Background: an optimization exercise with open tools, aiming at small area, a short achievable clock period and few clock cycles per item. Do not read the settings as production practice.
At most, simulation tests tie the RTL to the original design; equivalence was not proved.
Power is estimated from default activity; no workload was simulated.

==> flow/design.v <==
module division_float_32(clock, start, operand1, operand2, result, finish, illegal);
	input clock;
	input start;
	input [31:0] operand1, operand2;
	output [31:0] result;
	output finish;
	output illegal;
	wire [23:0] m1 = {1'b1, operand1[22:0]};
	wire [23:0] m2 = {1'b1, operand2[22:0]};
	wire        big = operand1[22:0] >= operand2[22:0];    
	wire [7:0]  ex0 = operand1[30:23] + ~operand2[30:23] + 8'd127;
	wire [7:0]  ex1 = operand1[30:23] + ~operand2[30:23] + 8'd128;
	reg  [7:0]  exp_r;
	reg         zero_r, sign_r;
	reg  [22:0] d;
	always @(posedge clock) begin
		d <= operand2[22:0];
		exp_r  <= (({1'b0, operand1[30:23]} + 9'd127) < {1'b0, operand2[30:23]} || operand1 == 32'd0) ? 8'd0 :
		          big ? ex1 : ex0;
		zero_r <= (operand1 == 32'd0);
		sign_r <= (operand1[31] ^ operand2[31]) & (operand1 != 32'd0);
	end
	function automatic [25:0] step(input [24:0] r, input [22:0] dd, input inj);
		reg [24:0] b, g, p;
		reg [24:0] G1, P1;
		reg [24:0] G2, P2;
		reg [24:0] G3, P3;
		reg [24:0] G4, P4;
		reg [24:0] G5, P5;
		reg [24:0] G6, P6;
		reg [24:0] G7, P7;
		reg [24:0] G8, P8;
		reg [25:0] c;
		reg [23:0] diff;
		begin
			b = {1'b1, 1'b0, ~dd};
			g = r & b;
			p = r | b;
			g[0] = g[0] | p[0];   
			G1 = g; P1 = p;
			G1[1] = g[1] | (p[1] & g[0]); P1[1] = p[1] & p[0];
			G1[3] = g[3] | (p[3] & g[2]); P1[3] = p[3] & p[2];
			G1[5] = g[5] | (p[5] & g[4]); P1[5] = p[5] & p[4];
			G1[7] = g[7] | (p[7] & g[6]); P1[7] = p[7] & p[6];
			G1[9] = g[9] | (p[9] & g[8]); P1[9] = p[9] & p[8];
			G1[11] = g[11] | (p[11] & g[10]); P1[11] = p[11] & p[10];
			G1[13] = g[13] | (p[13] & g[12]); P1[13] = p[13] & p[12];
			G1[15] = g[15] | (p[15] & g[14]); P1[15] = p[15] & p[14];
			G1[17] = g[17] | (p[17] & g[16]); P1[17] = p[17] & p[16];
			G1[19] = g[19] | (p[19] & g[18]); P1[19] = p[19] & p[18];
			G1[21] = g[21] | (p[21] & g[20]); P1[21] = p[21] & p[20];
			G1[23] = g[23] | (p[23] & g[22]); P1[23] = p[23] & p[22];
			G2 = G1; P2 = P1;
			G2[3] = G1[3] | (P1[3] & G1[1]); P2[3] = P1[3] & P1[1];
			G2[7] = G1[7] | (P1[7] & G1[5]); P2[7] = P1[7] & P1[5];
			G2[11] = G1[11] | (P1[11] & G1[9]); P2[11] = P1[11] & P1[9];
			G2[15] = G1[15] | (P1[15] & G1[13]); P2[15] = P1[15] & P1[13];
			G2[19] = G1[19] | (P1[19] & G1[17]); P2[19] = P1[19] & P1[17];
			G2[23] = G1[23] | (P1[23] & G1[21]); P2[23] = P1[23] & P1[21];
			G3 = G2; P3 = P2;
			G3[7] = G2[7] | (P2[7] & G2[3]); P3[7] = P2[7] & P2[3];
			G3[15] = G2[15] | (P2[15] & G2[11]); P3[15] = P2[15] & P2[11];
			G3[23] = G2[23] | (P2[23] & G2[19]); P3[23] = P2[23] & P2[19];
			G4 = G3; P4 = P3;
			G4[15] = G3[15] | (P3[15] & G3[7]); P4[15] = P3[15] & P3[7];
			G5 = G4; P5 = P4;
			G5[23] = G4[23] | (P4[23] & G4[15]); P5[23] = P4[23] & P4[15];
			G6 = G5; P6 = P5;
			G6[11] = G5[11] | (P5[11] & G5[7]); P6[11] = P5[11] & P5[7];
			G6[19] = G5[19] | (P5[19] & G5[15]); P6[19] = P5[19] & P5[15];
			G7 = G6; P7 = P6;
			G7[5] = G6[5] | (P6[5] & G6[3]); P7[5] = P6[5] & P6[3];
			G7[9] = G6[9] | (P6[9] & G6[7]); P7[9] = P6[9] & P6[7];
			G7[13] = G6[13] | (P6[13] & G6[11]); P7[13] = P6[13] & P6[11];
			G7[17] = G6[17] | (P6[17] & G6[15]); P7[17] = P6[17] & P6[15];
			G7[21] = G6[21] | (P6[21] & G6[19]); P7[21] = P6[21] & P6[19];
			G8 = G7; P8 = P7;
			G8[2] = G7[2] | (P7[2] & G7[1]); P8[2] = P7[2] & P7[1];
			G8[4] = G7[4] | (P7[4] & G7[3]); P8[4] = P7[4] & P7[3];
			G8[6] = G7[6] | (P7[6] & G7[5]); P8[6] = P7[6] & P7[5];
			G8[8] = G7[8] | (P7[8] & G7[7]); P8[8] = P7[8] & P7[7];
			G8[10] = G7[10] | (P7[10] & G7[9]); P8[10] = P7[10] & P7[9];
			G8[12] = G7[12] | (P7[12] & G7[11]); P8[12] = P7[12] & P7[11];
			G8[14] = G7[14] | (P7[14] & G7[13]); P8[14] = P7[14] & P7[13];
			G8[16] = G7[16] | (P7[16] & G7[15]); P8[16] = P7[16] & P7[15];
			G8[18] = G7[18] | (P7[18] & G7[17]); P8[18] = P7[18] & P7[17];
			G8[20] = G7[20] | (P7[20] & G7[19]); P8[20] = P7[20] & P7[19];
			G8[22] = G7[22] | (P7[22] & G7[21]); P8[22] = P7[22] & P7[21];
			G8[24] = G7[24] | (P7[24] & G7[23]); P8[24] = P7[24] & P7[23];
			c = {G8, 1'b1};
			diff = r[23:0] ^ ({24{c[25]}} & (b[23:0] ^ c[23:0]));
			step = {c[25], diff, inj};
		end
	endfunction
	reg  [24:0] r;
	reg  [22:0] L;
	reg  [3:0]  cnt;
	wire done = (cnt == 4'd12);
	wire [25:0] s0 = step(r, d, L[22]);
	wire [25:0] s1 = step(s0[24:0], d, L[21]);
	always @(posedge clock) begin
		if (start)
			r <= big ? {1'b0, m1} : {m1, 1'b0};
		else
			r <= s1[24:0];
		if (start) begin
			L   <= big ? {1'b0, m2[23:2]} : m2[23:1];
			cnt <= 4'd0;
		end else if (!done) begin
			L   <= {L[20:0], s0[25], s1[25]};
			cnt <= cnt + 4'd1;
		end
	end
	assign result = {sign_r, exp_r, L & {23{~zero_r}}};
	assign finish = done;
	assign illegal = (operand2 == 32'd0);
endmodule
Settings: LEC_CHECK=0, ABC_AREA=1, CAP_MARGIN=20, CORE_MARGIN=2, CORE_UTILIZATION=55, SLEW_MARGIN=20; clock period 5.5 ns.
standard.sh (not shown) runs the stock make flow with config.mk's settings and CLKGATE_MAP_FILE= SYNTH_SCRIPT=/design/flow/synth_recipe.tcl, a recipe that flattens the netlist after the stock synthesis.
==> flow/flow/run.sh <==
#!/bin/bash
# The standard layout, with plain buffers (sky130_fd_sc_hd__buf_1) on the
# ports instead of the default delay-cell buffers.
set -euo pipefail
bash standard.sh BUFFER_PORTS_ARGS="-buffer_cell sky130_fd_sc_hd__buf_1" finish > standard_flow.log 2>&1
Next try:
--- a/flow/design.v
+++ b/flow/design.v
@@ -25,14 +25,12 @@
 		reg [24:0] G1, P1;
 		reg [24:0] G2, P2;
 		reg [24:0] G3, P3;
 		reg [24:0] G4, P4;
 		reg [24:0] G5, P5;
 		reg [24:0] G6, P6;
-		reg [24:0] G7, P7;
-		reg [24:0] G8, P8;
 		reg [25:0] c;
 		reg [23:0] diff;
 		begin
 			b = {1'b1, 1'b0, ~dd};
 			g = r & b;
 			p = r | b;
@@ -55,42 +53,42 @@
 			G2[7] = G1[7] | (P1[7] & G1[5]); P2[7] = P1[7] & P1[5];
 			G2[11] = G1[11] | (P1[11] & G1[9]); P2[11] = P1[11] & P1[9];
 			G2[15] = G1[15] | (P1[15] & G1[13]); P2[15] = P1[15] & P1[13];
 			G2[19] = G1[19] | (P1[19] & G1[17]); P2[19] = P1[19] & P1[17];
 			G2[23] = G1[23] | (P1[23] & G1[21]); P2[23] = P1[23] & P1[21];
 			G3 = G2; P3 = P2;
+			G3[5] = G2[5] | (P2[5] & G2[3]); P3[5] = P2[5] & P2[3];
 			G3[7] = G2[7] | (P2[7] & G2[3]); P3[7] = P2[7] & P2[3];
+			G3[13] = G2[13] | (P2[13] & G2[11]); P3[13] = P2[13] & P2[11];
 			G3[15] = G2[15] | (P2[15] & G2[11]); P3[15] = P2[15] & P2[11];
+			G3[21] = G2[21] | (P2[21] & G2[19]); P3[21] = P2[21] & P2[19];
 			G3[23] = G2[23] | (P2[23] & G2[19]); P3[23] = P2[23] & P2[19];
 			G4 = G3; P4 = P3;
+			G4[9] = G3[9] | (P3[9] & G3[7]); P4[9] = P3[9] & P3[7];
+			G4[11] = G3[11] | (P3[11] & G3[7]); P4[11] = P3[11] & P3[7];
+			G4[13] = G3[13] | (P3[13] & G3[7]); P4[13] = P3[13] & P3[7];
 			G4[15] = G3[15] | (P3[15] & G3[7]); P4[15] = P3[15] & P3[7];
 			G5 = G4; P5 = P4;
+			G5[17] = G4[17] | (P4[17] & G4[15]); P5[17] = P4[17] & P4[15];
+			G5[19] = G4[19] | (P4[19] & G4[15]); P5[19] = P4[19] & P4[15];
+			G5[21] = G4[21] | (P4[21] & G4[15]); P5[21] = P4[21] & P4[15];
 			G5[23] = G4[23] | (P4[23] & G4[15]); P5[23] = P4[23] & P4[15];
 			G6 = G5; P6 = P5;
-			G6[11] = G5[11] | (P5[11] & G5[7]); P6[11] = P5[11] & P5[7];
-			G6[19] = G5[19] | (P5[19] & G5[15]); P6[19] = P5[19] & P5[15];
-			G7 = G6; P7 = P6;
-			G7[5] = G6[5] | (P6[5] & G6[3]); P7[5] = P6[5] & P6[3];
-			G7[9] = G6[9] | (P6[9] & G6[7]); P7[9] = P6[9] & P6[7];
-			G7[13] = G6[13] | (P6[13] & G6[11]); P7[13] = P6[13] & P6[11];
-			G7[17] = G6[17] | (P6[17] & G6[15]); P7[17] = P6[17] & P6[15];
-			G7[21] = G6[21] | (P6[21] & G6[19]); P7[21] = P6[21] & P6[19];
-			G8 = G7; P8 = P7;
-			G8[2] = G7[2] | (P7[2] & G7[1]); P8[2] = P7[2] & P7[1];
-			G8[4] = G7[4] | (P7[4] & G7[3]); P8[4] = P7[4] & P7[3];
-			G8[6] = G7[6] | (P7[6] & G7[5]); P8[6] = P7[6] & P7[5];
-			G8[8] = G7[8] | (P7[8] & G7[7]); P8[8] = P7[8] & P7[7];
-			G8[10] = G7[10] | (P7[10] & G7[9]); P8[10] = P7[10] & P7[9];
-			G8[12] = G7[12] | (P7[12] & G7[11]); P8[12] = P7[12] & P7[11];
-			G8[14] = G7[14] | (P7[14] & G7[13]); P8[14] = P7[14] & P7[13];
-			G8[16] = G7[16] | (P7[16] & G7[15]); P8[16] = P7[16] & P7[15];
-			G8[18] = G7[18] | (P7[18] & G7[17]); P8[18] = P7[18] & P7[17];
-			G8[20] = G7[20] | (P7[20] & G7[19]); P8[20] = P7[20] & P7[19];
-			G8[22] = G7[22] | (P7[22] & G7[21]); P8[22] = P7[22] & P7[21];
-			G8[24] = G7[24] | (P7[24] & G7[23]); P8[24] = P7[24] & P7[23];
-			c = {G8, 1'b1};
+			G6[2] = G5[2] | (P5[2] & G5[1]); P6[2] = P5[2] & P5[1];
+			G6[4] = G5[4] | (P5[4] & G5[3]); P6[4] = P5[4] & P5[3];
+			G6[6] = G5[6] | (P5[6] & G5[5]); P6[6] = P5[6] & P5[5];
+			G6[8] = G5[8] | (P5[8] & G5[7]); P6[8] = P5[8] & P5[7];
+			G6[10] = G5[10] | (P5[10] & G5[9]); P6[10] = P5[10] & P5[9];
+			G6[12] = G5[12] | (P5[12] & G5[11]); P6[12] = P5[12] & P5[11];
+			G6[14] = G5[14] | (P5[14] & G5[13]); P6[14] = P5[14] & P5[13];
+			G6[16] = G5[16] | (P5[16] & G5[15]); P6[16] = P5[16] & P5[15];
+			G6[18] = G5[18] | (P5[18] & G5[17]); P6[18] = P5[18] & P5[17];
+			G6[20] = G5[20] | (P5[20] & G5[19]); P6[20] = P5[20] & P5[19];
+			G6[22] = G5[22] | (P5[22] & G5[21]); P6[22] = P5[22] & P5[21];
+			G6[24] = G5[24] | (P5[24] & G5[23]); P6[24] = P5[24] & P5[23];
+			c = {G6, 1'b1};
 			diff = r[23:0] ^ ({24{c[25]}} & (b[23:0] ^ c[23:0]));
 			step = {c[25], diff, inj};
 		end
 	endfunction
 	reg  [24:0] r;
 	reg  [22:0] L;
After rerunning: Wire length hardly moves; power climbs by a few percent; non-clock buffer count drops by 1; setup slack gains 0.32 ns; maximum frequency climbs by a little under a tenth; core utilization climbs by 0.25 points; clock skew is about the same; cell count drops slightly; register-to-register slack gains 0.32 ns; hold slack loses 0.0042 ns; die area drops slightly; sequential power climbs slightly; sequential share of layout area stays the same; via count is about the same.
Testbench counts after the change, summed over its fixed seeds: cycles 26,624, items 2,048.
For the first run of this note, only the layout was checked, not whether the RTL still works.

* * *

Setup of juniper:
division_float_32, a different RTL version from the one above (not shown whole).
Size: ~85 flip-flops, about 100 I/O pins, ~6900 sq um of cells after synthesis.
==> flow/config.mk <==
export PLATFORM = sky130hd
export DESIGN_NAME = division_float_32
export DESIGN_NICKNAME = division_float_32
export VERILOG_FILES = /design/flow/design.v
export SDC_FILE = /design/flow/constraint.sdc
export NUM_CORES = 4
export LEC_CHECK = 0
export ABC_AREA = 1
export CAP_MARGIN = 20
export CORE_MARGIN = 2
export CORE_UTILIZATION = 65
export SETUP_SLACK_MARGIN = 1.9
export SLEW_MARGIN = 20
==> flow/constraint.sdc <==
create_clock -name core_clock -period 5.5 [get_ports {clock}]
set_input_delay 1.1000 -clock core_clock [delete_from_list [all_inputs] [get_ports {clock}]]
set_output_delay 1.1000 -clock core_clock [all_outputs]
set_load 0.01 [all_outputs]
==> flow/flow/run.sh <==
#!/bin/bash
# The standard layout (standard.sh: the standard synthesis and ORFS flow),
# with plain buffers (sky130_fd_sc_hd__buf_1) on the ports instead of the
# default delay-cell buffers. make's full output goes to standard_flow.log;
# ORFS keeps each step's own log under orfs/logs/.
set -euo pipefail
bash standard.sh BUFFER_PORTS_ARGS="-buffer_cell sky130_fd_sc_hd__buf_1" finish > standard_flow.log 2>&1
No stage failed in juniper, and the final checks on the layout all came back clean.
Input-level comparison between nickel and juniper:
--- a/flow/design.v
+++ b/flow/design.v
@@ -2,14 +2,14 @@
 	input clock;
 	input start;
 	input [31:0] operand1, operand2;
 	output [31:0] result;
 	output finish;
 	output illegal;
-	wire [23:0] m1 = {1'b1, operand1[22:0]};
-	wire [23:0] m2 = {1'b1, operand2[22:0]};
+	wire [23:0] m1 = {1'b1, operand1[22:0]};    
+	wire [23:0] m2 = {1'b1, operand2[22:0]};    
 	wire        big = ge23(operand1[22:0], operand2[22:0]);    
 	wire [9:0]  u   = {2'b0, operand1[30:23]} + {2'b0, ~operand2[30:23]} + 10'd128;
 	wire        unf = (u[9:8] == 2'b00);
 	wire [7:0]  ex1 = u[7:0];
 	wire [7:0]  ex0 = u[7:0] - 8'd1;
 	reg  [7:0]  exp_r;
@@ -161,24 +161,24 @@
 		end
 	endfunction
 	reg  [24:0] r;       
 	reg  [22:0] L;       
 	reg  [3:0]  cnt;
 	wire done = (cnt == 4'd12);
-	wire [25:0] s0 = step(r, d, L[22]);
-	wire [25:0] s1 = step(s0[24:0], d, L[21]);
+	wire [25:0] t0 = step(r, d, L[22]);
+	wire [25:0] t1 = step(t0[24:0], d, L[21]);
 	always @(posedge clock) begin
 		if (start)
 			r <= big ? {1'b0, m1} : {m1, 1'b0};
 		else
-			r <= s1[24:0];
+			r <= t1[24:0];
 		if (start) begin
 			L   <= big ? {1'b0, m2[23:2]} : m2[23:1];
 			cnt <= 4'd0;
 		end else if (!done) begin
-			L   <= {L[20:0], s0[25] & ~zero_r, s1[25] & ~zero_r};
+			L   <= {L[20:0], t0[25] & ~zero_r, t1[25] & ~zero_r};
 			cnt <= cnt + 4'd1;
 		end
 	end
 	assign result = {sign_r, exp_r, L};
 	assign finish = done;
 	assign illegal = (operand2 == 32'd0);
--- outcome ---
Summary of nickel over juniper: met1 track utilization from global routing neither gained nor lost much; synthesis-stage register bit count held; non-clock inverter total of the final layout held steady; first-iteration DRC count did not really move. Cell depth of the worst min-delay path came out exactly the same in nickel and juniper. The CTS sink count was comparable across nickel and juniper. Switching portion of total power: nickel vs juniper identical. Taking juniper as the reference, in nickel post-layout instance area ~0 delta; setup slack ~0 delta.
Testbench counts of nickel, summed over its fixed seeds: cycles 26,624, items 2,048.
For juniper, only the layout was checked, not whether the RTL still works.

## port drivers added, routing unchanged
In the flow no input, the clock included, has a driving cell. The finished layouts below were timed again as built, in two steps. Step 1 assumes that a clkbuf_16 drives the clock port and a buf_2 every other input. Step 2, shift: input delay + t, output delay - t, t = (earliest + latest rising clock arrival at the registers) / 2. This alone moves slack from input paths to output paths. Slacks: ideal ports / drivers / drivers and shift; pairs: ideal ports / drivers.
run	t (ns)	setup WS [ns]	worst register clock-pin slew, ns
the first run of note 1	0.392	1.254 / 1.254 / 1.254	0.07 / 0.07
the second run of note 1	0.390	1.577 / 1.577 / 1.293	0.07 / 0.07
juniper	0.403	2.016 / 2.030 / 1.626	0.10 / 0.10
nickel	0.403	2.016 / 2.030 / 1.626	0.10 / 0.10
After both steps setup and hold are still met in every run listed.
